Source: an optimization exercise on an open RTL-to-GDS flow (aim: small area and a short achievable clock period). Production flows keep margins and buffers that such runs may drop.
No run shown here included a check of the RTL's function; only the layout flow was run.

==> flow/design.v (outline; a module is shown in full before it is edited, if it fits) <==
// module nn: 950 lines
// module wS_fa: 4 lines
// module wS_ha: 4 lines
// module vS_fa: 4 lines
// module vS_ha: 4 lines
module nn #(parameter SIZE = 32) (
    input [SIZE-1:0] input_1,
    input [SIZE-1:0] input_2,
    input clk,
    input resetn,
    input enable,
    output [SIZE-1:0] final_output,
    output reg total_ovf,
    output reg total_zero,
    output [2:0] ovf_fsm_stage,
    output [2:0] zero_fsm_stage
);
  // ...
==> flow/flow/run.sh <==
#!/bin/bash
# Standard ORFS layout (the standard.sh), with two changes to how it is made:
#  - port buffers are sky130_fd_sc_hd__buf_2 instead of the resizer's default pick
#    (a slow delay buffer), so the input and output paths are not padded;
#  - timing repair aims at a setup margin below the clock period, so paths are
#    repaired toward the period the design can reach rather than only to 21 ns.
# Synthesis is the standard one, unchanged. Each tool's log stays under orfs/logs.
set -euo pipefail
bash standard.sh synth > make_synth.log 2>&1
export BUFFER_PORTS_ARGS="-buffer_cell sky130_fd_sc_hd__buf_2"
export SETUP_SLACK_MARGIN=15.5
bash standard.sh > make_layout.log 2>&1
==> flow/standard.sh <==
#!/bin/bash
# synth_recipe.tcl (not shown) runs the flow's synth.tcl, then flattens the netlist and writes it again
# the make line also repeats each setting of config.mk as NAME=value (left out here)
make -C /OpenROAD-flow-scripts/flow DESIGN_CONFIG=/design/flow/config.mk WORK_HOME=/design/flow/orfs CLKGATE_MAP_FILE= SYNTH_SCRIPT=/design/flow/synth_recipe.tcl "${@:-finish}"
==> flow/config.mk <==
export PLATFORM = sky130hd
export DESIGN_NAME = nn
export DESIGN_NICKNAME = nn
export VERILOG_FILES = /design/flow/design.v
export SDC_FILE = /design/flow/constraint.sdc
export NUM_CORES = 4
export LEC_CHECK = 0
export CAP_MARGIN = 20
export CORE_MARGIN = 2
export CORE_UTILIZATION = 40
export SLEW_MARGIN = 20
==> flow/constraint.sdc <==
create_clock -name core_clock -period 21.0 [get_ports {clk}]
set_input_delay 4.2000 -clock core_clock [delete_from_list [all_inputs] [get_ports {clk}]]
set_output_delay 4.2000 -clock core_clock [all_outputs]
set_load 0.01 [all_outputs]
==> run summary, run 1 <==
status=no timing/DRC/antenna violations; signal arrival time at the worst endpoint=6430 ps; number of remaining DRC errors=0; fraction of the mapped netlist area in adder cells=a little under 40%; final-layout clock-cell area share=roughly 2.2%; residual overflow from global routing=0; met2 wire len=10.6 mm; R2R cell count=26; Seq cells=roughly 110; Worst path depth=26; RD Place Congestion=0.919; bufs w/o clock=144; global-route wire length before repair=roughly 41 mm; required time of the critical path=21,250 ps; total number of placement rows=59; share of the synthesized area in compound gates (AO/OA/AOI/OAI)=11.7%; number of flip-flops under the largest register name=31; WL/cell=16.7 um; main combinational cell family by area after synthesis=adder cells; multi-input combinational cell area=6640 sq um; initial standard-cell utilization of the core=just over 40%; most common cell after layout, fill and taps aside=sky130_fd_sc_hd__inv_1; met2 demand-to-capacity share in global routing=27.3%; Least-Margin Pin Slew=approximately 900 ps; Non-Filler Instances=1,487; register bank with the most flops=Y; area used by sequential logic in the layout=3040 sq um; element type at the critical path end=flop; TritonCTS Sinks=109; post-CTS setup repair buffer count=33; Hold Crit Class=reg2reg; number of filler instances in the final layout=2,453; register bit count reported by yosys=109; aggregate routed wire length=24.8 mm
==> run 2, diff against run 1 <==
--- a/flow/design.v
+++ b/flow/design.v
@@ -5,47 +5,53 @@
     input resetn,
     input enable,
     output [SIZE-1:0] final_output,
     output reg total_ovf,
     output reg total_zero,
     output [2:0] ovf_fsm_stage,
     output [2:0] zero_fsm_stage
 );
-    reg [2:0] ostg_n, zstg_n;
-    assign ovf_fsm_stage = ~ostg_n;
-    assign zero_fsm_stage = ~zstg_n;
     localparam [4:0] S_PRE = 5'd0, S_IN = 5'd1, S_OUT = 5'd2, S_POST = 5'd3,
                      S_IDLE = 5'd4, S_DEACT = 5'd8, S_LOAD = 5'd15;
     reg [4:0] st, nst;
+    reg is_pre;          
     reg [28:0] fo_hi;    
     reg fo_2;            
     reg fo_lo;           
     assign final_output = {fo_hi, fo_2, fo_lo, fo_lo};
+    reg [2:0] ostg_n, zstg_n;
+    assign ovf_fsm_stage = ~ostg_n;
+    assign zero_fsm_stage = ~zstg_n;
     always @(*) begin
         case (st)
             S_DEACT: nst = enable ? (fo_2 ? S_PRE : S_LOAD) : S_DEACT;
             S_IDLE:  nst = enable ? S_PRE : S_DEACT;
             S_PRE:   nst = S_IN;
             S_IN:    nst = S_OUT;
             S_OUT:   nst = S_POST;
             S_POST:  nst = S_IDLE;
             default: nst = st + 5'd1;
         endcase
     end
     always @(posedge clk or negedge resetn)
-        if (!resetn) st <= S_DEACT;
-        else         st <= nst;
+        if (!resetn) begin
+            st <= S_DEACT;
+            is_pre <= 1'b0;
+        end else begin
+            st <= nst;
+            is_pre <= (nst == S_PRE);
+        end
     reg signed [29:0] X;
     reg signed [30:0] Y;
     reg zxy;
     wire zin = ~|input_1[31:2] | ~|input_2[31:1];
     always @(posedge clk) begin
         zxy <= zin;
-        if (st == S_PRE) begin
+        if (is_pre) begin
             X <= input_1[31:2];
             Y <= input_2[31:1];
         end
     end
     wire x3, y3, x4, y4, xq, yq;
     assign x3 = (~X[29] | (X[28] | (X[27] & (X[26] | (X[25] & (X[24] | (X[23] & (X[22] | (X[21] & (X[20] | (X[19] & (X[18] | (X[17] & (X[16] | (X[15] & (X[14] | (X[13] & (X[12] | (X[11] & (X[10] | (X[9] & (X[8] | (X[7] & (X[6] | (X[5] & (X[4] | (X[3] & (X[2] & (X[1] | (X[0] | 1'b1))))))))))))))))))))))))))))))
         & (X[29] | (~X[28] | (~X[27] & (~X[26] | (~X[25] & (~X[24] | (~X[23] & (~X[22] | (~X[21] & (~X[20] | (~X[19] & (~X[18] | (~X[17] & (~X[16] | (~X[15] & (~X[14] | (~X[13] & (~X[12] | (~X[11] & (~X[10] | (~X[9] & (~X[8] | (~X[7] & (~X[6] | (~X[5] & (~X[4] | (~X[3] & (~X[2] | (~X[1] & (~X[0] | 1'b1))))))))))))))))))))))))))))));
     assign y3 = (~Y[30] | (Y[29] & (Y[28] | (Y[27] | (Y[26] & (Y[25] & (Y[24] | (Y[23] | (Y[22] & (Y[21] & (Y[20] | (Y[19] | (Y[18] & (Y[17] & (Y[16] | (Y[15] | (Y[14] & (Y[13] & (Y[12] | (Y[11] | (Y[10] & (Y[9] & (Y[8] | (Y[7] | (Y[6] & (Y[5] & (Y[4] | (Y[3] | (Y[2] & (Y[1] & (Y[0] & 1'b1)))))))))))))))))))))))))))))))
@@ -54,267 +60,273 @@
         & (X[29] | (~X[28] & (~X[27] & (~X[26] & (~X[25] | (~X[24] & (~X[23] | (~X[22] & (~X[21] | (~X[20] & (~X[19] | (~X[18] & (~X[17] | (~X[16] & (~X[15] | (~X[14] & (~X[13] | (~X[12] & (~X[11] | (~X[10] & (~X[9] | (~X[8] & (~X[7] | (~X[6] & (~X[5] | (~X[4] & (~X[3] | (~X[2] & (~X[1] | (~X[0] | 1'b1))))))))))))))))))))))))))))));
     assign y4 = (~Y[30] | (Y[29] & (Y[28] & (Y[27] & (Y[26] & (Y[25] | (Y[24] & (Y[23] | (Y[22] & (Y[21] & (Y[20] & (Y[19] | (Y[18] | (Y[17] | (Y[16] | (Y[15] & (Y[14] | (Y[13] & (Y[12] | (Y[11] | (Y[10] | (Y[9] & (Y[8] & (Y[7] & (Y[6] & (Y[5] | (Y[4] & (Y[3] & (Y[2] | (Y[1] | (Y[0] | 1'b1)))))))))))))))))))))))))))))))
         & (Y[30] | (~Y[29] & (~Y[28] & (~Y[27] & (~Y[26] & (~Y[25] | (~Y[24] & (~Y[23] | (~Y[22] & (~Y[21] & (~Y[20] & (~Y[19] | (~Y[18] | (~Y[17] | (~Y[16] | (~Y[15] & (~Y[14] | (~Y[13] & (~Y[12] | (~Y[11] | (~Y[10] | (~Y[9] & (~Y[8] & (~Y[7] & (~Y[6] & (~Y[5] | (~Y[4] & (~Y[3] | (~Y[2] & (~Y[1] & (~Y[0] | 1'b1)))))))))))))))))))))))))))))));
     assign xq = (~X[29] | (X[28] & (X[27] & (X[26] & (X[25] | (X[24] | (X[23] | (X[22] & (X[21] & (X[20] & (X[19] | (X[18] | (X[17] | (X[16] & (X[15] & (X[14] & (X[13] | (X[12] | (X[11] | (X[10] & (X[9] & (X[8] & (X[7] | (X[6] | (X[5] | (X[4] & (X[3] & (X[2] & (X[1] & (X[0] | 1'b1))))))))))))))))))))))))))))))
         & (X[29] | (~X[28] & (~X[27] & (~X[26] & (~X[25] | (~X[24] | (~X[23] | (~X[22] & (~X[21] & (~X[20] & (~X[19] | (~X[18] | (~X[17] | (~X[16] & (~X[15] & (~X[14] & (~X[13] | (~X[12] | (~X[11] | (~X[10] & (~X[9] & (~X[8] & (~X[7] | (~X[6] | (~X[5] | (~X[4] & (~X[3] & (~X[2] | (~X[1] & (~X[0] & 1'b1))))))))))))))))))))))))))))));
     assign yq = (~Y[30] | (Y[29] & (Y[28] & (Y[27] & (Y[26] | (Y[25] | (Y[24] & (Y[23] & (Y[22] | (Y[21] | (Y[20] & (Y[19] & (Y[18] | (Y[17] | (Y[16] & (Y[15] & (Y[14] | (Y[13] | (Y[12] & (Y[11] & (Y[10] | (Y[9] | (Y[8] & (Y[7] & (Y[6] | (Y[5] | (Y[4] & (Y[3] & (Y[2] | (Y[1] & (Y[0] & 1'b1)))))))))))))))))))))))))))))))
         & (Y[30] | (~Y[29] & (~Y[28] & (~Y[27] & (~Y[26] | (~Y[25] | (~Y[24] & (~Y[23] & (~Y[22] | (~Y[21] | (~Y[20] & (~Y[19] & (~Y[18] | (~Y[17] | (~Y[16] & (~Y[15] & (~Y[14] | (~Y[13] | (~Y[12] & (~Y[11] & (~Y[10] | (~Y[9] | (~Y[8] & (~Y[7] & (~Y[6] | (~Y[5] | (~Y[4] & (~Y[3] & (~Y[2] | (~Y[1] | (~Y[0] | 1'b1)))))))))))))))))))))))))))))));
     wire [26:0] xs = X[26:0];
-    wire [26:0] ys = Y[26:0];
     wire [27:0] yv = Y[27:0];
-    wire [31:0] wsum;    
-    wire [31:0] vsum;    
-    wire ok32 = (wsum[31:30] == 2'b00) || (wsum[31:30] == 2'b11);   
-    wire ok30 = (wsum[31:28] == 4'h0) || (wsum[31:28] == 4'hf);     
+    wire [31:0] ssum;             
+    wire [31:0] vsum;             
+    wire ok32 = (ssum[31:30] == 2'b00) || (ssum[31:30] == 2'b11);   
+    wire ok30 = (ssum[31:28] == 4'h0) || (ssum[31:28] == 4'hf);     
     wire v_ok = (vsum[31:29] == 3'b000) || (vsum[31:29] == 3'b111);
-    reg qovf, qzero, ok30r;
+    reg qovf, qzero, ok32r, ok30r;
     wire ovf3 = ~(x3 & y3);
     wire quirk = ostg_n[2];    
-    wire ovf4 = quirk ? qovf : ~(x4 & y4 & ok32);
+    wire ovf4 = quirk ? qovf : ~(x4 & y4 & ok32r);
     wire zero4 = quirk & qzero;         
     wire ovf5 = total_ovf | ~ok30r;
+    wire zpre = is_pre & zin;
+    always @(posedge clk)
+        if (st == S_IN) begin
+            ok32r <= ok32;
+            ok30r <= ok30;
+        end
     always @(posedge clk or negedge resetn) begin
         if (!resetn) begin
             total_ovf <= 1'b0;
             total_zero <= 1'b0;
             ostg_n <= 3'd0;
             zstg_n <= 3'd0;
-            fo_hi <= 29'd0;
-            fo_2 <= 1'b0;
-            fo_lo <= 1'b0;
-            qovf <= 1'b0;
-            qzero <= 1'b1;
+        end else if (zpre) begin
+            total_zero <= 1'b1; zstg_n <= ~3'd2;
         end else begin
             case (st)
                 S_DEACT: if (enable) begin
                     total_ovf <= 1'b0; total_zero <= 1'b0;
                     ostg_n <= 3'd0; zstg_n <= 3'd0;
                 end
-                S_PRE: if (zin) begin
-                    total_zero <= 1'b1; zstg_n <= ~3'd2;
-                end
                 S_IN: if (ovf3) begin
                     total_ovf <= 1'b1; ostg_n <= ~3'd3;
-                end else begin
-                    if (zxy) begin total_zero <= 1'b1; zstg_n <= ~3'd3; end
-                    qovf <= ~(xq & yq & v_ok);
-                    qzero <= 1'b0;
+                end else if (zxy) begin
+                    total_zero <= 1'b1; zstg_n <= ~3'd3;
                 end
                 S_OUT: if (ovf4) begin
                     total_ovf <= 1'b1; ostg_n <= ~3'd4;
                 end else if (zero4) begin
                     total_zero <= 1'b1; zstg_n <= ~3'd4;
                 end
-                S_POST: begin
-                    fo_2 <= 1'b1;
-                    if (ovf5) begin
-                        total_ovf <= 1'b1; ostg_n <= ~3'd5;
-                        fo_hi <= {29{1'b1}};
-                        fo_lo <= 1'b1;
-                    end else begin
-                        fo_hi <= wsum[28:0];
-                        fo_lo <= 1'b0;
-                    end
+                S_POST: if (ovf5) begin
+                    total_ovf <= 1'b1; ostg_n <= ~3'd5;
                 end
                 default: ;
             endcase
         end
     end
-    always @(posedge clk)
-        if (st == S_OUT) ok30r <= ok30;
+    always @(posedge clk or negedge resetn) begin
+        if (!resetn) begin
+            fo_hi <= 29'd0;
+            fo_2 <= 1'b0;
+            fo_lo <= 1'b0;
+        end else if (st == S_POST) begin
+            fo_2 <= 1'b1;
+            fo_hi <= ovf5 ? {29{1'b1}} : ssum[28:0];
+            fo_lo <= ovf5;
+        end
+    end
+    always @(posedge clk or negedge resetn) begin
+        if (!resetn) begin
+            qovf <= 1'b0;
+            qzero <= 1'b1;
+        end else if (st == S_IN && !ovf3) begin
+            qovf <= ~(xq & yq & v_ok);
+            qzero <= 1'b0;
+        end
+    end
   wire wS_1;
   wire wS_2;
   assign wS_1 = xs[0] ^ xs[1];
   assign wS_2 = xs[0] | xs[1];
   wire wS_3;
   wire wS_4;
-  wS_fa uwS_3 (xs[1], xs[2], ys[1], wS_3, wS_4);
+  wS_fa uwS_3 (xs[1], xs[2], yv[1], wS_3, wS_4);
   wire wS_5;
   wire wS_6;
   assign wS_5 = xs[2] ^ xs[3];
   assign wS_6 = xs[2] | xs[3];
   wire wS_7;
   wire wS_8;
-  wS_ha uwS_7 (ys[2], ys[3], wS_7, wS_8);
+  wS_ha uwS_7 (yv[2], yv[3], wS_7, wS_8);
   wire wS_9;
   wire wS_10;
   assign wS_9 = xs[3] ^ xs[4];
   assign wS_10 = xs[3] | xs[4];
   wire wS_11;
   wire wS_12;
-  wS_fa uwS_11 (ys[3], ys[4], ys[7], wS_11, wS_12);
+  wS_fa uwS_11 (yv[3], yv[4], yv[7], wS_11, wS_12);
   wire wS_13;
   wire wS_14;
   assign wS_13 = xs[4] ^ xs[5];
   assign wS_14 = xs[4] | xs[5];
   wire wS_15;
   wire wS_16;
-  wS_fa uwS_15 (ys[4], ys[5], ys[8], wS_15, wS_16);
+  wS_fa uwS_15 (yv[4], yv[5], yv[8], wS_15, wS_16);
   wire wS_17;
   wire wS_18;
   assign wS_17 = xs[5] ^ xs[6];
   assign wS_18 = xs[5] | xs[6];
   wire wS_19;
   wire wS_20;
-  wS_fa uwS_19 (ys[5], ys[6], ys[9], wS_19, wS_20);
+  wS_fa uwS_19 (yv[5], yv[6], yv[9], wS_19, wS_20);
   wire wS_21;
   wire wS_22;
   assign wS_21 = xs[6] ^ xs[7];
   assign wS_22 = xs[6] | xs[7];
   wire wS_23;
   wire wS_24;
-  wS_fa uwS_23 (ys[6], ys[7], ys[10], wS_23, wS_24);
+  wS_fa uwS_23 (yv[6], yv[7], yv[10], wS_23, wS_24);
   wire wS_25;
   wire wS_26;
   assign wS_25 = xs[7] ^ xs[8];
   assign wS_26 = xs[7] | xs[8];
   wire wS_27;
   wire wS_28;
-  wS_fa uwS_27 (ys[7], ys[8], ys[11], wS_27, wS_28);
+  wS_fa uwS_27 (yv[7], yv[8], yv[11], wS_27, wS_28);
   wire wS_29;
   wire wS_30;
   assign wS_29 = xs[8] ^ xs[9];
   assign wS_30 = xs[8] | xs[9];
   wire wS_31;
   wire wS_32;
-  wS_fa uwS_31 (ys[8], ys[9], ys[12], wS_31, wS_32);
+  wS_fa uwS_31 (yv[8], yv[9], yv[12], wS_31, wS_32);
   wire wS_33;
   wire wS_34;
   assign wS_33 = xs[9] ^ xs[10];
   assign wS_34 = xs[9] | xs[10];
   wire wS_35;
   wire wS_36;
-  wS_fa uwS_35 (ys[9], ys[10], ys[13], wS_35, wS_36);
+  wS_fa uwS_35 (yv[9], yv[10], yv[13], wS_35, wS_36);
   wire wS_37;
   wire wS_38;
   assign wS_37 = xs[10] ^ xs[11];
   assign wS_38 = xs[10] | xs[11];
   wire wS_39;
   wire wS_40;
-  wS_fa uwS_39 (ys[10], ys[11], ys[14], wS_39, wS_40);
+  wS_fa uwS_39 (yv[10], yv[11], yv[14], wS_39, wS_40);
   wire wS_41;
   wire wS_42;
   assign wS_41 = xs[11] ^ xs[12];
   assign wS_42 = xs[11] | xs[12];
   wire wS_43;
   wire wS_44;
-  wS_fa uwS_43 (ys[11], ys[12], ys[15], wS_43, wS_44);
+  wS_fa uwS_43 (yv[11], yv[12], yv[15], wS_43, wS_44);
   wire wS_45;
   wire wS_46;
   assign wS_45 = xs[12] ^ xs[13];
   assign wS_46 = xs[12] | xs[13];
   wire wS_47;
   wire wS_48;
-  wS_fa uwS_47 (ys[12], ys[13], ys[16], wS_47, wS_48);
+  wS_fa uwS_47 (yv[12], yv[13], yv[16], wS_47, wS_48);
   wire wS_49;
   wire wS_50;
   assign wS_49 = xs[13] ^ xs[14];
   assign wS_50 = xs[13] | xs[14];
   wire wS_51;
   wire wS_52;
-  wS_fa uwS_51 (ys[13], ys[14], ys[17], wS_51, wS_52);
+  wS_fa uwS_51 (yv[13], yv[14], yv[17], wS_51, wS_52);
   wire wS_53;
   wire wS_54;
   assign wS_53 = xs[14] ^ xs[15];
   assign wS_54 = xs[14] | xs[15];
   wire wS_55;
   wire wS_56;
-  wS_fa uwS_55 (ys[14], ys[15], ys[18], wS_55, wS_56);
+  wS_fa uwS_55 (yv[14], yv[15], yv[18], wS_55, wS_56);
   wire wS_57;
   wire wS_58;
   assign wS_57 = xs[15] ^ xs[16];
   assign wS_58 = xs[15] | xs[16];
   wire wS_59;
   wire wS_60;
-  wS_fa uwS_59 (ys[15], ys[16], ys[19], wS_59, wS_60);
+  wS_fa uwS_59 (yv[15], yv[16], yv[19], wS_59, wS_60);
   wire wS_61;
   wire wS_62;
   assign wS_61 = xs[16] ^ xs[17];
   assign wS_62 = xs[16] | xs[17];
   wire wS_63;
   wire wS_64;
-  wS_fa uwS_63 (ys[16], ys[17], ys[20], wS_63, wS_64);
+  wS_fa uwS_63 (yv[16], yv[17], yv[20], wS_63, wS_64);
   wire wS_65;
   wire wS_66;
   assign wS_65 = xs[17] ^ xs[18];
   assign wS_66 = xs[17] | xs[18];
   wire wS_67;
   wire wS_68;
-  wS_fa uwS_67 (ys[17], ys[18], ys[21], wS_67, wS_68);
+  wS_fa uwS_67 (yv[17], yv[18], yv[21], wS_67, wS_68);
   wire wS_69;
   wire wS_70;
   assign wS_69 = xs[18] ^ xs[19];
   assign wS_70 = xs[18] | xs[19];
   wire wS_71;
   wire wS_72;
-  wS_fa uwS_71 (ys[18], ys[19], ys[22], wS_71, wS_72);
+  wS_fa uwS_71 (yv[18], yv[19], yv[22], wS_71, wS_72);
   wire wS_73;
   wire wS_74;
   assign wS_73 = xs[19] ^ xs[20];
   assign wS_74 = xs[19] | xs[20];
   wire wS_75;
   wire wS_76;
-  wS_fa uwS_75 (ys[19], ys[20], ys[23], wS_75, wS_76);
+  wS_fa uwS_75 (yv[19], yv[20], yv[23], wS_75, wS_76);
   wire wS_77;
   wire wS_78;
   assign wS_77 = xs[20] ^ xs[21];
   assign wS_78 = xs[20] | xs[21];
   wire wS_79;
   wire wS_80;
-  wS_fa uwS_79 (ys[20], ys[21], ys[24], wS_79, wS_80);
+  wS_fa uwS_79 (yv[20], yv[21], yv[24], wS_79, wS_80);
   wire wS_81;
   wire wS_82;
   assign wS_81 = xs[21] ^ xs[22];
   assign wS_82 = xs[21] | xs[22];
   wire wS_83;
   wire wS_84;
-  wS_fa uwS_83 (ys[21], ys[22], ys[25], wS_83, wS_84);
+  wS_fa uwS_83 (yv[21], yv[22], yv[25], wS_83, wS_84);
   wire wS_85;
   wire wS_86;
-  wS_fa uwS_85 (xs[22], xs[23], ys[22], wS_85, wS_86);
+  assign wS_85 = xs[22] ^ xs[23];
+  assign wS_86 = xs[22] | xs[23];
   wire wS_87;
   wire wS_88;
-  assign wS_87 = ys[23] ^ ys[26];
-  assign wS_88 = ys[23] & ~ys[26];
+  wS_fa uwS_87 (yv[22], yv[23], yv[26], wS_87, wS_88);
   wire wS_89;
   wire wS_90;
-  assign wS_89 = xs[23] ^ xs[24];
-  assign wS_90 = xs[23] | xs[24];
+  wS_fa uwS_89 (xs[23], xs[24], yv[23], wS_89, wS_90);
   wire wS_91;
   wire wS_92;
-  wS_ha uwS_91 (ys[23], ys[24], wS_91, wS_92);
+  assign wS_91 = yv[24] ^ yv[27];
+  assign wS_92 = yv[24] & ~yv[27];
   wire wS_93;
   wire wS_94;
   assign wS_93 = xs[24] ^ xs[25];
   assign wS_94 = xs[24] | xs[25];
   wire wS_95;
   wire wS_96;
-  wS_ha uwS_95 (ys[24], ys[25], wS_95, wS_96);
+  wS_ha uwS_95 (yv[24], yv[25], wS_95, wS_96);
   wire wS_97;
   wire wS_98;
-  assign wS_97 = xs[25] ^ ys[25];
-  assign wS_98 = xs[25] | ys[25];
+  wS_fa uwS_97 (xs[25], yv[25], yv[26], wS_97, wS_98);
   wire wS_99;
   wire wS_100;
-  assign wS_99 = xs[26] ^ ys[26];
-  assign wS_100 = xs[26] | ys[26];
+  assign wS_99 = yv[26] ^ xs[26];
+  assign wS_100 = yv[26] | ~xs[26];
   wire wS_101;
   wire wS_102;
-  assign wS_101 = xs[0] ^ ys[0];
-  assign wS_102 = xs[0] | ys[0];
+  assign wS_101 = xs[0] ^ yv[0];
+  assign wS_102 = xs[0] | yv[0];
   wire wS_103;
   wire wS_104;
-  wS_fa uwS_103 (ys[0], ys[1], ys[4], wS_103, wS_104);
+  wS_fa uwS_103 (yv[0], yv[1], yv[4], wS_103, wS_104);
   wire wS_105;
   wire wS_106;
-  wS_fa uwS_105 (ys[2], ys[5], wS_3, wS_105, wS_106);
+  wS_fa uwS_105 (yv[2], yv[5], wS_3, wS_105, wS_106);
   wire wS_107;
   wire wS_108;
-  wS_fa uwS_107 (ys[6], wS_7, wS_4, wS_107, wS_108);
+  wS_fa uwS_107 (yv[6], wS_7, wS_4, wS_107, wS_108);
   wire wS_109;
   wire wS_110;
   wS_fa uwS_109 (wS_11, wS_6, wS_8, wS_109, wS_110);
   wire wS_111;
   wire wS_112;
   wS_fa uwS_111 (wS_15, wS_10, wS_12, wS_111, wS_112);
   wire wS_113;
   wire wS_114;
@@ -364,112 +376,119 @@
   wire wS_143;
   wire wS_144;
   wS_fa uwS_143 (wS_79, wS_74, wS_76, wS_143, wS_144);
   wire wS_145;
   wire wS_146;
   wS_fa uwS_145 (wS_83, wS_78, wS_80, wS_145, wS_146);
   wire wS_147;
   wire wS_148;
-  wS_fa uwS_147 (wS_85, wS_82, wS_84, wS_147, wS_148);
+  wS_fa uwS_147 (wS_87, wS_82, wS_84, wS_147, wS_148);
   wire wS_149;
   wire wS_150;
-  wS_fa uwS_149 (wS_91, wS_86, wS_88, wS_149, wS_150);
+  wS_fa uwS_149 (wS_89, wS_86, wS_88, wS_149, wS_150);
   wire wS_151;
   wire wS_152;
   wS_fa uwS_151 (wS_95, wS_90, wS_92, wS_151, wS_152);
   wire wS_153;
   wire wS_154;
-  wS_fa uwS_153 (wS_99, wS_94, wS_96, wS_153, wS_154);
+  wS_fa uwS_153 (wS_97, wS_94, wS_96, wS_153, wS_154);
   wire wS_155;
   wire wS_156;
-  wS_fa uwS_155 (~wS_98, xs[26], ys[26], wS_155, wS_156);
+  wS_ha uwS_155 (wS_99, wS_98, wS_155, wS_156);
   wire wS_157;
   wire wS_158;
-  wS_ha uwS_157 (wS_103, wS_102, wS_157, wS_158);
+  assign wS_157 = wS_100 ^ yv[27];
+  assign wS_158 = wS_100 | ~yv[27];
   wire wS_159;
   wire wS_160;
-  wS_fa uwS_159 (wS_2, wS_105, wS_104, wS_159, wS_160);
+  wS_ha uwS_159 (wS_103, wS_102, wS_159, wS_160);
   wire wS_161;
   wire wS_162;
-  wS_fa uwS_161 (wS_107, wS_106, ~wS_5, wS_161, wS_162);
+  wS_fa uwS_161 (wS_2, wS_105, wS_104, wS_161, wS_162);
   wire wS_163;
   wire wS_164;
-  wS_fa uwS_163 (wS_109, wS_108, ~wS_9, wS_163, wS_164);
+  wS_fa uwS_163 (wS_107, wS_106, ~wS_5, wS_163, wS_164);
   wire wS_165;
   wire wS_166;
-  wS_fa uwS_165 (wS_111, wS_110, ~wS_13, wS_165, wS_166);
+  wS_fa uwS_165 (wS_109, wS_108, ~wS_9, wS_165, wS_166);
   wire wS_167;
   wire wS_168;
-  wS_fa uwS_167 (wS_113, wS_112, ~wS_17, wS_167, wS_168);
+  wS_fa uwS_167 (wS_111, wS_110, ~wS_13, wS_167, wS_168);
   wire wS_169;
   wire wS_170;
-  wS_fa uwS_169 (wS_115, wS_114, ~wS_21, wS_169, wS_170);
+  wS_fa uwS_169 (wS_113, wS_112, ~wS_17, wS_169, wS_170);
   wire wS_171;
   wire wS_172;
-  wS_fa uwS_171 (wS_117, wS_116, ~wS_25, wS_171, wS_172);
+  wS_fa uwS_171 (wS_115, wS_114, ~wS_21, wS_171, wS_172);
   wire wS_173;
   wire wS_174;
-  wS_fa uwS_173 (wS_119, wS_118, ~wS_29, wS_173, wS_174);
+  wS_fa uwS_173 (wS_117, wS_116, ~wS_25, wS_173, wS_174);
   wire wS_175;
   wire wS_176;
-  wS_fa uwS_175 (wS_121, wS_120, ~wS_33, wS_175, wS_176);
+  wS_fa uwS_175 (wS_119, wS_118, ~wS_29, wS_175, wS_176);
   wire wS_177;
   wire wS_178;
-  wS_fa uwS_177 (wS_123, wS_122, ~wS_37, wS_177, wS_178);
+  wS_fa uwS_177 (wS_121, wS_120, ~wS_33, wS_177, wS_178);
   wire wS_179;
   wire wS_180;
-  wS_fa uwS_179 (wS_125, wS_124, ~wS_41, wS_179, wS_180);
+  wS_fa uwS_179 (wS_123, wS_122, ~wS_37, wS_179, wS_180);
   wire wS_181;
   wire wS_182;
-  wS_fa uwS_181 (wS_127, wS_126, ~wS_45, wS_181, wS_182);
+  wS_fa uwS_181 (wS_125, wS_124, ~wS_41, wS_181, wS_182);
   wire wS_183;
   wire wS_184;
-  wS_fa uwS_183 (wS_129, wS_128, ~wS_49, wS_183, wS_184);
+  wS_fa uwS_183 (wS_127, wS_126, ~wS_45, wS_183, wS_184);
   wire wS_185;
   wire wS_186;
-  wS_fa uwS_185 (wS_131, wS_130, ~wS_53, wS_185, wS_186);
+  wS_fa uwS_185 (wS_129, wS_128, ~wS_49, wS_185, wS_186);
   wire wS_187;
   wire wS_188;
-  wS_fa uwS_187 (wS_133, wS_132, ~wS_57, wS_187, wS_188);
+  wS_fa uwS_187 (wS_131, wS_130, ~wS_53, wS_187, wS_188);
   wire wS_189;
   wire wS_190;
-  wS_fa uwS_189 (wS_135, wS_134, ~wS_61, wS_189, wS_190);
+  wS_fa uwS_189 (wS_133, wS_132, ~wS_57, wS_189, wS_190);
   wire wS_191;
   wire wS_192;
-  wS_fa uwS_191 (wS_137, wS_136, ~wS_65, wS_191, wS_192);
+  wS_fa uwS_191 (wS_135, wS_134, ~wS_61, wS_191, wS_192);
   wire wS_193;
   wire wS_194;
-  wS_fa uwS_193 (wS_139, wS_138, ~wS_69, wS_193, wS_194);
+  wS_fa uwS_193 (wS_137, wS_136, ~wS_65, wS_193, wS_194);
   wire wS_195;
   wire wS_196;
-  wS_fa uwS_195 (wS_141, wS_140, ~wS_73, wS_195, wS_196);
+  wS_fa uwS_195 (wS_139, wS_138, ~wS_69, wS_195, wS_196);
   wire wS_197;
   wire wS_198;
-  wS_fa uwS_197 (wS_143, wS_142, ~wS_77, wS_197, wS_198);
+  wS_fa uwS_197 (wS_141, wS_140, ~wS_73, wS_197, wS_198);
   wire wS_199;
   wire wS_200;
-  wS_fa uwS_199 (wS_145, wS_144, ~wS_81, wS_199, wS_200);
+  wS_fa uwS_199 (wS_143, wS_142, ~wS_77, wS_199, wS_200);
   wire wS_201;
   wire wS_202;
-  wS_fa uwS_201 (wS_147, wS_146, ~wS_87, wS_201, wS_202);
+  wS_fa uwS_201 (wS_145, wS_144, ~wS_81, wS_201, wS_202);
   wire wS_203;
   wire wS_204;
-  wS_fa uwS_203 (wS_149, wS_148, ~wS_89, wS_203, wS_204);
+  wS_fa uwS_203 (wS_147, wS_146, ~wS_85, wS_203, wS_204);
   wire wS_205;
   wire wS_206;
-  wS_fa uwS_205 (wS_151, wS_150, ~wS_93, wS_205, wS_206);
+  wS_fa uwS_205 (wS_149, wS_148, ~wS_91, wS_205, wS_206);
   wire wS_207;
   wire wS_208;
-  wS_fa uwS_207 (wS_153, wS_152, ~wS_97, wS_207, wS_208);
+  wS_fa uwS_207 (wS_151, wS_150, ~wS_93, wS_207, wS_208);
   wire wS_209;
   wire wS_210;
-  wS_fa uwS_209 (~wS_154, wS_100, wS_155, wS_209, wS_210);
-  wire [31:0] wS_a = {~wS_156, ~wS_209, wS_207, wS_205, wS_203, wS_201, wS_199, wS_197, wS_195, wS_193, wS_191, wS_189, wS_187, wS_185, wS_183, wS_181, wS_179, wS_177, wS_175, wS_173, wS_171, wS_169, wS_167, wS_165, wS_163, wS_161, wS_159, ~wS_1, ys[3], ys[2], ys[1], ys[0]};
-  wire [31:0] wS_b = {~wS_210, wS_208, wS_206, wS_204, wS_202, wS_200, wS_198, wS_196, wS_194, wS_192, wS_190, wS_188, wS_186, wS_184, wS_182, wS_180, wS_178, wS_176, wS_174, wS_172, wS_170, wS_168, wS_166, wS_164, wS_162, wS_160, wS_158, wS_157, ~wS_101, 1'b1, 1'b1, 1'b0};
+  wS_fa uwS_209 (wS_153, wS_152, ~xs[26], wS_209, wS_210);
+  wire wS_211;
+  wire wS_212;
+  wS_fa uwS_211 (wS_155, wS_154, ~yv[27], wS_211, wS_212);
+  wire wS_213;
+  wire wS_214;
+  wS_ha uwS_213 (wS_157, wS_156, wS_213, wS_214);
+  wire [31:0] wS_a = {wS_213, wS_211, wS_209, wS_207, wS_205, wS_203, wS_201, wS_199, wS_197, wS_195, wS_193, wS_191, wS_189, wS_187, wS_185, wS_183, wS_181, wS_179, wS_177, wS_175, wS_173, wS_171, wS_169, wS_167, wS_165, wS_163, wS_161, ~wS_1, yv[3], yv[2], yv[1], yv[0]};
+  wire [31:0] wS_b = {wS_212, wS_210, wS_208, wS_206, wS_204, wS_202, wS_200, wS_198, wS_196, wS_194, wS_192, wS_190, wS_188, wS_186, wS_184, wS_182, wS_180, wS_178, wS_176, wS_174, wS_172, wS_170, wS_168, wS_166, wS_164, wS_162, wS_160, wS_159, ~wS_101, 1'b1, 1'b1, 1'b0};
   wire [31:0] wS_p0 = wS_a ^ wS_b;
   wire [31:0] wS_g0 = wS_a & wS_b;
   wire wS_G0_1 = wS_g0[1] | (wS_p0[1] & wS_g0[0]);
   wire wS_P0_1 = wS_p0[1] & wS_p0[0];
   wire wS_G0_3 = wS_g0[3] | (wS_p0[3] & wS_g0[2]);
   wire wS_P0_3 = wS_p0[3] & wS_p0[2];
   wire wS_G0_5 = wS_g0[5] | (wS_p0[5] & wS_g0[4]);
   wire wS_P0_5 = wS_p0[5] & wS_p0[4];
@@ -609,17 +628,17 @@
   assign wsum_t[24] = wS_p0[24] ^ wS_G5_23;
   assign wsum_t[25] = wS_p0[25] ^ wS_G8_24;
   assign wsum_t[26] = wS_p0[26] ^ wS_G7_25;
   assign wsum_t[27] = wS_p0[27] ^ wS_G8_26;
   assign wsum_t[28] = wS_p0[28] ^ wS_G6_27;
   assign wsum_t[29] = wS_p0[29] ^ wS_G8_28;
   assign wsum_t[30] = wS_p0[30] ^ wS_G7_29;
   assign wsum_t[31] = wS_p0[31] ^ wS_G8_30;
-    assign wsum = wsum_t;
+    assign ssum = wsum_t;
   wire vS_1;
   wire vS_2;
   assign vS_1 = xs[23] ^ xs[26];
   assign vS_2 = xs[23] | ~xs[26];
   wire vS_3;
   wire vS_4;
   vS_ha uvS_3 (xs[0], xs[3], vS_3, vS_4);
   wire vS_5;
--- a/flow/config.mk
+++ b/flow/config.mk
@@ -4,8 +4,9 @@
 export VERILOG_FILES = /design/flow/design.v
 export SDC_FILE = /design/flow/constraint.sdc
 export NUM_CORES = 4
 export LEC_CHECK = 0
 export CAP_MARGIN = 20
 export CORE_MARGIN = 2
 export CORE_UTILIZATION = 40
 export SLEW_MARGIN = 20
+export SYNTH_HIERARCHICAL = 1
==> run summary, run 2 <==
Via Count=7,279; Vert. Die Dim=163 um; dominant cell type by area after synthesis=sky130_fd_sc_hd__fa_1; cell types occupying the most area after synthesis=sky130_fd_sc_hd__fa_1, sky130_fd_sc_hd__edfxtp_1, sky130_fd_sc_hd__ha_1, sky130_fd_sc_hd__dfrtp_1, sky130_fd_sc_hd__inv_1; Post-Syn Instances=around 890; largest fanout of any net on the critical path=6; signal arrival time at the worst endpoint=5820 ps (-610 ps); maximum number of pins on one net before global-route repair=63; number of global-route vias before repair=around 7,600; aggregate routed wire length=24.9 mm (+0.59%); status=no timing/DRC/antenna violations; Post-layout nets=1,338; number of filler instances in the final layout=2,275 (-7.3%); required time of the critical path=21,260 ps (about the same); library cell with the highest instance count after synthesis=sky130_fd_sc_hd__inv_1; RD Place Congestion=0.846 (-8.0%); count of inserted antenna diode cells=0; Maximum Capacitance Violations=0; first-pass detailed-route iteration total=5; number of synthesized flops with an enable pin=63; cell count of the worst hold path=1; r2r endpoint=ok30r; commonest non-fill, non-tap cells in the layout=sky130_fd_sc_hd__inv_1, sky130_fd_sc_hd__fa_1, sky130_fd_sc_hd__buf_2, sky130_fd_sc_hd__ha_1, sky130_fd_sc_hd__edfxtp_1; share of final-layout standard cells stronger than drive strength 1=19.1%; crit path launch type=input pin; die area=26,700 sq um; FFs w/ async S/R, synth=between 40% and 50%; core footprint=25,000 sq um; Least-Margin Pin Slew=1040 ps (+165 ps); worst clock skew=17.0 ps; Top Registers=Y (31), X (30), fo_hi (29); synth cell count leaders=sky130_fd_sc_hd__inv_1, sky130_fd_sc_hd__fa_1, sky130_fd_sc_hd__ha_1; initial standard-cell utilization of the core=40.6% (+0.16 points); Hold Vio Cnt, Final=0; Max Slew Vio Count=0; maximum frequency from static timing analysis=0.180 GHz; # H-tree levels=3; Top Family by Delay on Critical Path=simple AND/OR/NAND/NOR gates; Final Cycle Share=26.5%; clock transition at the registers of the reported paths=90 ps; Syn Area/Cell=11.4 sq um; element type at the critical path end=flop; startpoint of the tightest hold check path=qzero; biggest cell delay along the critical path=roughly 330 ps; Worst Hold Path EP=qzero; number of remaining DRC errors=0 (unchanged); TritonCTS Buffers=9; end-of-flow core utilization=47.5%; R2R setup slack=15,660 ps; total placed cells including tap cells=1,316; Syn Nets=~1,200; WL/cell=18.3 um (+9.7%); residual overflow from global routing=0 (unchanged); post-synth top area share=a little over a quarter; multi-input combinational cell area=6740 sq um (+1.4%); detailed router's first-iteration violation count=~400; unrepaired setup endpoints after global routing=yes; post-detailed-placement half-perimeter wirelength=19.9 mm; minimum clock period=5570 ps; DR vias/cell=between 5 and 6; Non-Filler Instances=1,364 (-8.3%); netlist area before placement=10,200 sq um; Boundary Pins=107; global-route wire length before repair=40.5 mm (-1.2%); antenna violations before repair=0; worst path cell trace=buf_2 > nor4_2 > nand4_1 > o22ai_2 > nand2_2 > o2111ai_4 > a211oi_4 > mux2i_1; setup violation total in the final timing report=0; Critical path buffers and inverters=1; clock insertion delay at the later pin of the skew report=380 ps; aggregate global-route resource usage=around a fifth; slowest stage cell on the critical path=sky130_fd_sc_hd__o22ai_2; clock root cell=sky130_fd_sc_hd__clkbuf_16; sequential area share after synthesis=slightly above 30%; origin of the worst setup path=input_2[10]; maximum root-to-sink buffer count=2; Hold Crit Class=reg2reg; CTS Hold Buffers Added=0; Routed Antenna Nets=0; most common cell after layout, fill and taps aside=sky130_fd_sc_hd__inv_1; register bit count reported by yosys=111 (+1.8%); Syn. warnings=7; most frequently used flop master after synthesis=sky130_fd_sc_hd__edfxtp_1; buffers added on ports=a little over 100; accumulated negative setup slack=0 ps; R2R cell count=20 (-23%); TritonCTS Sinks=111 (+1.8%); register bank with the most flops=Y; TritonCTS clock tree=built; critical path type=in2reg; area used by sequential logic in the layout=3090 sq um (+1.9%); headroom to the max-slew limit=around 30%; number of library cell types mapped by synthesis=67; worst flop-to-flop path startpoint=Y[11]; Synth-to-Final Area Change=17.0%; number of flip-flops under the largest register name=31 (unchanged); total number of placement rows=58 (-1.7%); die outline width=163 um
[run 2: cell types whose count changed in the layout (fill, tap and decap cells not counted), moves of 7 or more]
cell | previous run | this run
sky130_fd_sc_hd__inv_1 | 247 | 141
sky130_fd_sc_hd__o211ai_1 | 16 | 6
sky130_fd_sc_hd__nand3_1 | 22 | 15
sky130_fd_sc_hd__nand2_1 | 37 | 30
sky130_fd_sc_hd__a21oi_1 | 60 | 41
sky130_fd_sc_hd__xnor2_1 | 9 | 17
sky130_fd_sc_hd__nor2_1 | 53 | 41
[run 2: final cells by class]
type                    instances  area share, %
multi-input cells             626           56.7
flip-flops and latches        111           26.0
repair buffers                138           6.82
inverters                     143           4.52
well taps                     330           3.47
clock buffers                   9           1.89
clock inverters                 7          0.611
[run 2: timing repair]
item / CTS / global route
pin swaps: 12 / 27
resized for setup: 20 / 23
endpoints found under the setup margin: 10 / 7
setup buffers: 16 / 16
[run 2: logic make-up (layout without fill, tap and decap cells)]
logic type / count (synthesis) / in the layout / synth area share [%]
adders and majority gates: 242 / 242 / 40.1
AOI/OAI and AO/OA: 174 / 174 / 12.1
buffers and inverters: 154 / 297 / 5.80
xor gates and xnor gates: 21 / 21 / 1.81
DFF: 111 / 111 / 30.4
muxes: 2 / 2 / 0.197
and+or+nand+nor: 187 / 187 / 9.61
[run 2: per-layer routing]
metal | GRT usage [%] | share of wire [%] | up-vias
met2 | 30.6 | 46 | 168
li1 | - | - | 3414
met1 | 28.5 | 48 | 3667
met5 | 0 | 0 | -
met4 | 7.16 | 2.2 | 0
met3 | 2.26 | 3.9 | 30
[run 2: worst max-delay path by stage]
| stage | end | slack (ps) | depth (start not counted) |
|---|---|---|---|
| 2_1_floorplan | total_ovf | 15500 | 7 |
| 3_3_place_gp | total_ovf | 14390 | 8 |
| 3_5_place_dp | ostg_n[2] | 14370 | 8 |
| 4_1_cts | ostg_n[2] | 15460 | 8 |
| 5_1_grt | ostg_n[2] | 15380 | 8 |
| 6_report | ostg_n[2] | 15430 | 8 |
[run 2: per-stage QoR]
step / hold WS (ps) / setup slack (ps) / instance area, sq um
6_report: 488 / 15430 / 11900
3_5_place_dp: 476 / 14370 / 11100
2_1_floorplan: 466 / 15500 / 10200
3_3_place_gp: 473 / 14390 / 11100
4_1_cts: 488 / 15460 / 11600
5_1_grt: 490 / 15380 / 11900
[run 2: worst register-to-register path, delay by kind of cell, from the launching register on]
kind,cells,cell delay (ps)
adders and majority gates,6,2240
DFF,1,410
buffers and inverters,2,250
xor gates and xnor gates,2,330
AOI/OAI and AO/OA,8,1620
and+or+nand+nor,2,250
[run 2: modules after synthesis (local to each module, per instance)]
| module | cell area, sq um | copies in the design | cells inside | flops+latches |
|---|---|---|---|---|
| wS_fa | 20.0 | 75 | 1 | 0 |
| nn | 7580 | 1 | 759 | 111 |
| vS_ha | 12.5 | 3 | 1 | 0 |
| vS_fa | 20.0 | 49 | 1 | 0 |
| wS_ha | 12.5 | 5 | 1 | 0 |
==> run 3, diff against run 2 <==
--- a/flow/flow/run.sh
+++ b/flow/flow/run.sh
@@ -9,4 +9,4 @@
 bash standard.sh synth > make_synth.log 2>&1
 export BUFFER_PORTS_ARGS="-buffer_cell sky130_fd_sc_hd__buf_2"
-export SETUP_SLACK_MARGIN=15.5
+export SETUP_SLACK_MARGIN=15.8
 bash standard.sh > make_layout.log 2>&1
==> run summary, run 3 <==
Least-Margin Pin Slew=854 ps (-190 ps); netlist area before placement=10,200 sq um (unchanged); minimum clock period=5540 ps (-22.5 ps); commonest non-fill, non-tap cells in the layout=sky130_fd_sc_hd__inv_1, sky130_fd_sc_hd__fa_1, sky130_fd_sc_hd__buf_2, sky130_fd_sc_hd__ha_1, sky130_fd_sc_hd__edfxtp_1; signal arrival time at the worst endpoint=5810 ps (about the same); post-synth top area share=27.4% (unchanged); WL/cell=18.8 um (+3.0%); register bank with the most flops=Y; number of synthesized flops with an enable pin=63 (unchanged); Hold Crit Class=reg2reg; clock insertion delay at the later pin of the skew report=380 ps (about the same); dominant cell type by area after synthesis=sky130_fd_sc_hd__fa_1; setup violation total in the final timing report=0 (unchanged); Non-Filler Instances=1,385 (+1.5%); Top Registers=Y (31), X (30), fo_hi (29); count of inserted antenna diode cells=0 (unchanged); unrepaired setup endpoints after global routing=yes; antenna violations before repair=0 (unchanged); detailed router's first-iteration violation count=462 (+16%); number of flip-flops under the largest register name=31 (unchanged); status=no timing/DRC/antenna violations; critical path type=in2reg; clock root cell=sky130_fd_sc_hd__clkbuf_16; Maximum Capacitance Violations=0 (unchanged); register bit count reported by yosys=111 (unchanged); most frequently used flop master after synthesis=sky130_fd_sc_hd__edfxtp_1; headroom to the max-slew limit=42.9% (+13 points); TritonCTS Buffers=9 (unchanged); Boundary Pins=107 (unchanged); maximum frequency from static timing analysis=0.180 GHz (+0.41%); core footprint=25,000 sq um (unchanged); number of global-route vias before repair=7,652 (+1.2%); buffers added on ports=103 (unchanged); Syn. warnings=7 (unchanged); post-detailed-placement half-perimeter wirelength=20.2 mm (+1.7%); synth cell count leaders=sky130_fd_sc_hd__inv_1, sky130_fd_sc_hd__fa_1, sky130_fd_sc_hd__ha_1; placed standard-cell area=11,100 sq um (+0.40%); Routed Antenna Nets=0 (unchanged); Vert. Die Dim=163 um (unchanged); die area=26,700 sq um (unchanged); number of library cell types mapped by synthesis=67 (unchanged); required time of the critical path=21,270 ps (about the same); clock transition at the registers of the reported paths=90 ps (about the same); FFs w/ async S/R, synth=42.3% (unchanged); worst clock skew=20.3 ps (+3.27 ps); TritonCTS clock tree=built; Syn Nets=1,200 (unchanged); aggregate routed wire length=26.1 mm (+4.6%); element type at the critical path end=flop; Max Slew Vio Count=0 (unchanged); sequential area share after synthesis=30.4% (unchanged); Final Cell Area=12,100 sq um (+1.7%); Post-layout nets=1,359 (+1.6%); library cell with the highest instance count after synthesis=sky130_fd_sc_hd__inv_1; number of filler instances in the final layout=2,329 (+2.4%); initial standard-cell utilization of the core=40.6% (unchanged); crit path launch type=input pin; number of remaining DRC errors=0 (unchanged); # H-tree levels=3 (unchanged); DR vias/cell=5.38 (+0.89%); Via Count=7,457 (+2.4%); maximum number of pins on one net before global-route repair=63 (unchanged); residual overflow from global routing=0 (unchanged); total number of placement rows=58 (unchanged); share of final-layout standard cells stronger than drive strength 1=21.6% (+2.6 points); Hold Vio Cnt, Final=0 (unchanged); die outline width=163 um (unchanged); RD Place Congestion=0.884 (+4.5%); most common cell after layout, fill and taps aside=sky130_fd_sc_hd__inv_1; first-pass detailed-route iteration total=5 (unchanged); largest fanout of any net on the critical path=5 (-1); Synth-to-Final Area Change=19.0%; TritonCTS Sinks=111 (unchanged); end-of-flow core utilization=48.3% (+0.81 points); Syn Area/Cell=11.4 sq um (unchanged); total placed cells including tap cells=1,317 (+0.076%); Final Cycle Share=26.4% (-0.11 points); R2R setup slack=15,680 ps (+20 ps); aggregate global-route resource usage=20.6% (+0.90 points); Post-Syn Instances=891 (unchanged); global-route wire length before repair=41.9 mm (+3.6%); cell types occupying the most area after synthesis=sky130_fd_sc_hd__fa_1, sky130_fd_sc_hd__edfxtp_1, sky130_fd_sc_hd__ha_1, sky130_fd_sc_hd__dfrtp_1, sky130_fd_sc_hd__inv_1; accumulated negative setup slack=0 ps (unchanged); maximum root-to-sink buffer count=2 (unchanged)
run 3: cell counts after synthesis:
No cell type changed its count.
run 3: per-stage QoR:
step | worst slack [ps] | hold slack (ps)
2_1_floorplan | 15570 | 466
3_3_place_gp | 14340 | 475
3_5_place_dp | 14320 | 478
4_1_cts | 15400 | 491
5_1_grt | 15360 | 501
6_report | 15460 | 488
run 3: cells by family after synthesis:
kind of cell / synth area share (%)
fa+ha+maj: 40.1
simple gates: 9.61
compound gates: 12.1
buf+inv: 5.80
flops: 30.4
xor+xnor: 1.81
mux: 0.197
run 3: critical path, cell delays in order:
cell                        delay [ps]
sky130_fd_sc_hd__buf_8             100
sky130_fd_sc_hd__nor4_4            360
sky130_fd_sc_hd__nand4_1           280
sky130_fd_sc_hd__o22ai_2           290
sky130_fd_sc_hd__nand2_2           150
sky130_fd_sc_hd__o2111ai_4         200
sky130_fd_sc_hd__a211oi_4           70
sky130_fd_sc_hd__a2bb2oi_1         160
run 3: repair_timing:
action | in CTS | in global routing
pin swaps | 36 | 25
hold buffers | 0 | 0
endpoints found under the setup margin | 13 | 15
setup buffers | 35 | 17
gates resized for setup | 34 | 10
run 3: cell type report:
class	count	area, sq um	area share (%)
Clock buffer	10	250	2.07
Clock inverter	6	80.1	0.662
Inverter	143	537	4.44
Multi-Input combinational cell	626	6760	55.9
Sequential cell	111	3090	25.6
Tap cell	330	413	3.42
Timing Repair Buffer	159	958	7.93
run 3: final timing paths:
| path | cells past startpoint | from | end |
|---|---|---|---|
| setup / recovery | 8 | input_2[1] | ostg_n[1] |
| hold / removal | 1 | qzero | qzero |
| setup reg to reg | 20 | Y[8] | ok30r |
| hold reg to reg | 1 | qzero | qzero |
| max in group asynchronous | 2 | resetn | is_pre |
| min in group asynchronous | 2 | resetn | fo_hi[2] |
run 3: metal layers:
metal / vias up / wire length [um] / global-route usage [%]
li1: 3459 / - / -
met1: 3738 / 12300 / 29.8
met2: 226 / 11800 / 31.4
met3: 34 / 1370 / 3.43
met4: 0 / 574 / 7.08
met5: - / 0 / 0
run 3: modules after synthesis (local to each module, per instance):
module | flip-flops and latches | cell area (sq um) | cells inside | times used
vS_fa | 0 | 20.0 | 1 | 49
wS_ha | 0 | 12.5 | 1 | 5
wS_fa | 0 | 20.0 | 1 | 75
vS_ha | 0 | 12.5 | 1 | 3
nn | 111 | 7580 | 759 | 1

## port drivers added, routing unchanged
The flow's constraints put no driver on any port. The routed layouts listed below were extracted and timed again, unchanged, in two steps. Step 1 sets driving cells, clkbuf_16 on the clock port and buf_2 on the other inputs (assumed; they add their load-dependent delay and slew). Step 2 times the ports against the registers' clock, not the clock port: input delays grow and output delays shrink by t, the midpoint of the rising clock arrivals with the driver on. Slacks: ideal ports / drivers / drivers and shift; pairs: ideal ports / drivers.
run	t (ns)	setup WS [ns]	worst slew at a driven data input, ns
run 1	0.399	14.825 / 14.825 / 14.825	0.03
run 2	0.417	15.434 / 15.461 / 15.044	0.06
run 3	0.411	15.456 / 15.458 / 15.047	0.05
After both steps every run listed still meets setup and hold. The setup slack of run 3, which loses most, moves by +0.002 ns with the drivers and by -0.409 ns with both steps.
